Source: an optimization exercise on an open RTL-to-GDS flow (aim: small area). Production flows keep margins and buffers that such runs may drop.
In this exercise RTL edits were held to simulation tests only and were not proved equivalent to the original.

==> module scrolling, before the edit <==
module scrolling (clock, resetn, we, byteenable, speed_in, val_out);
	input clock, resetn, we;
	input [31:0] speed_in;
	input [3:0] byteenable;
	output [31:0] val_out;
	reg [27:0] speed;
	reg [31:0] count;
	reg [2:0] rot;
	reg rotated;
	wire below;
	tcalc tc (.s(speed), .ch(count[31:4]), .below(below));
	wire [32:0] cy;
	wire [31:0] inc;
	assign cy[0] = 1'b1;
	genvar i;
	generate for (i = 0; i < 32; i = i + 1) begin : ct
		assign inc[i] = count[i] ^ cy[i];
		assign cy[i+1] = count[i] & cy[i];
	end endgenerate
	always @(posedge clock or negedge resetn) begin
		if (!resetn) begin
			speed <= 28'd50;
			count <= 32'd0;
			rot <= 3'd0;
			rotated <= 1'b0;
		end else begin
			if (we & byteenable[0]) speed[7:0]   <= speed_in[7:0];
			if (we & byteenable[1]) speed[15:8]  <= speed_in[15:8];
			if (we & byteenable[2]) speed[23:16] <= speed_in[23:16];
			if (we & byteenable[3]) speed[27:24] <= speed_in[27:24];
			count <= below ? inc : 32'd0;
			rotated <= ~below;
			rot <= rot + {2'b00, rotated};
		end
	end
	genvar k;
	generate for (k = 0; k < 8; k = k + 1) begin : dig
		wire five = (rot == k) | (rot == ((k + 7) % 8));
		wire ten  = (rot == ((k + 6) % 8));
		assign val_out[4*k+3:4*k] = {ten, five, ten, five};
	end endgenerate
endmodule
==> flow/config.mk <==
export PLATFORM = sky130hd
export DESIGN_NAME = scrolling_avalon_interface
export DESIGN_NICKNAME = scrolling_avalon_interface
export VERILOG_FILES = /design/flow/design.v
export SDC_FILE = /design/flow/constraint.sdc
export NUM_CORES = 4
export LEC_CHECK = 0
export CAP_MARGIN = 20
export CORE_MARGIN = 2
export CORE_UTILIZATION = 40
export CTS_BUF_LIST = sky130_fd_sc_hd__clkbuf_4
export SLEW_MARGIN = 20
export SYNTH_HIERARCHICAL = 1
export SYNTH_MINIMUM_KEEP_SIZE = 0
==> flow/constraint.sdc <==
create_clock -name core_clock -period 10.0 [get_ports {clock}]
set_input_delay 2.0000 -clock core_clock [delete_from_list [all_inputs] [get_ports {clock}]]
set_output_delay 2.0000 -clock core_clock [all_outputs]
set_load 0.01 [all_outputs]
standard.sh (not shown) runs the stock make flow with config.mk's settings and CLKGATE_MAP_FILE= SYNTH_SCRIPT=/design/flow/synth_recipe.tcl, a recipe that flattens the netlist after the stock synthesis.
==> flow/flow/run.sh <==
#!/bin/bash
# Standard layout with plain buf_1 cells as the port buffers and a clock tree
# of clkbuf_4 cells without dummy loads.
set -euo pipefail
bash standard.sh finish "BUFFER_PORTS_ARGS=-buffer_cell sky130_fd_sc_hd__buf_1" \
  "CTS_ARGS=-sink_clustering_enable -repair_clock_nets -buf_list sky130_fd_sc_hd__clkbuf_4 -dont_use_dummy_load" \
  > standard.log 2>&1
The baseline completed with no timing, DRC or antenna violations.
==> next run, changes <==
--- a/flow/design.v
+++ b/flow/design.v
@@ -14,24 +14,24 @@
 	assign cy[0] = 1'b1;
 	genvar i;
 	generate for (i = 0; i < 32; i = i + 1) begin : ct
 		assign inc[i] = count[i] ^ cy[i];
 		assign cy[i+1] = count[i] & cy[i];
 	end endgenerate
+	always @(posedge clock)
+		count <= (below & resetn) ? inc : 32'd0;
 	always @(posedge clock or negedge resetn) begin
 		if (!resetn) begin
 			speed <= 28'd50;
-			count <= 32'd0;
 			rot <= 3'd0;
 			rotated <= 1'b0;
 		end else begin
 			if (we & byteenable[0]) speed[7:0]   <= speed_in[7:0];
 			if (we & byteenable[1]) speed[15:8]  <= speed_in[15:8];
 			if (we & byteenable[2]) speed[23:16] <= speed_in[23:16];
 			if (we & byteenable[3]) speed[27:24] <= speed_in[27:24];
-			count <= below ? inc : 32'd0;
 			rotated <= ~below;
 			rot <= rot + {2'b00, rotated};
 		end
 	end
 	genvar k;
 	generate for (k = 0; k < 8; k = k + 1) begin : dig
Effect: The changed run completed with no timing, DRC or antenna violations. Register-to-register slack degrades by 30 ps. Sequential share of layout area shrinks by 1.9 points. Worst setup slack is worse by 34 ps. Worst hold slack hardly moves. Design area goes down by about 2.3%. Clock skew is lower by 14 ps. Global-route usage came out higher by 0.42 points. Cell count is about the same. Maximum frequency fell by 0.38%.

-- afterwards: timing with drivers on the ports --
Ports are ideal in the flow. The routed layouts listed here were re-timed in OpenROAD. Step 1 sets driving cells, clkbuf_16 on the clock port and buf_2 on the other inputs (assumed; they add their load-dependent delay and slew). Step 2, shift: input delay + t, output delay - t, t = (earliest + latest rising clock arrival at the registers) / 2. This alone moves slack from input paths to output paths. Slacks: no drivers / after step 1 / after step 2; pairs: no drivers / after step 1.
| run | t, ns | slack for setup (ns) | hold WS [ns] | slew at the worst register clock pin (ns) | worst slew at a driven data input, ns |
|---|---|---|---|---|---|
| the first run | 0.456 | 1.087 / 1.087 / 1.087 | 0.435 / 0.435 / 0.435 | 0.11 / 0.11 | 0.04 |
| the second run | 0.460 | 1.053 / 1.053 / 1.053 | 0.436 / 0.436 / 0.436 | 0.11 / 0.11 | 0.04 |
After both steps every run listed still meets setup and hold.
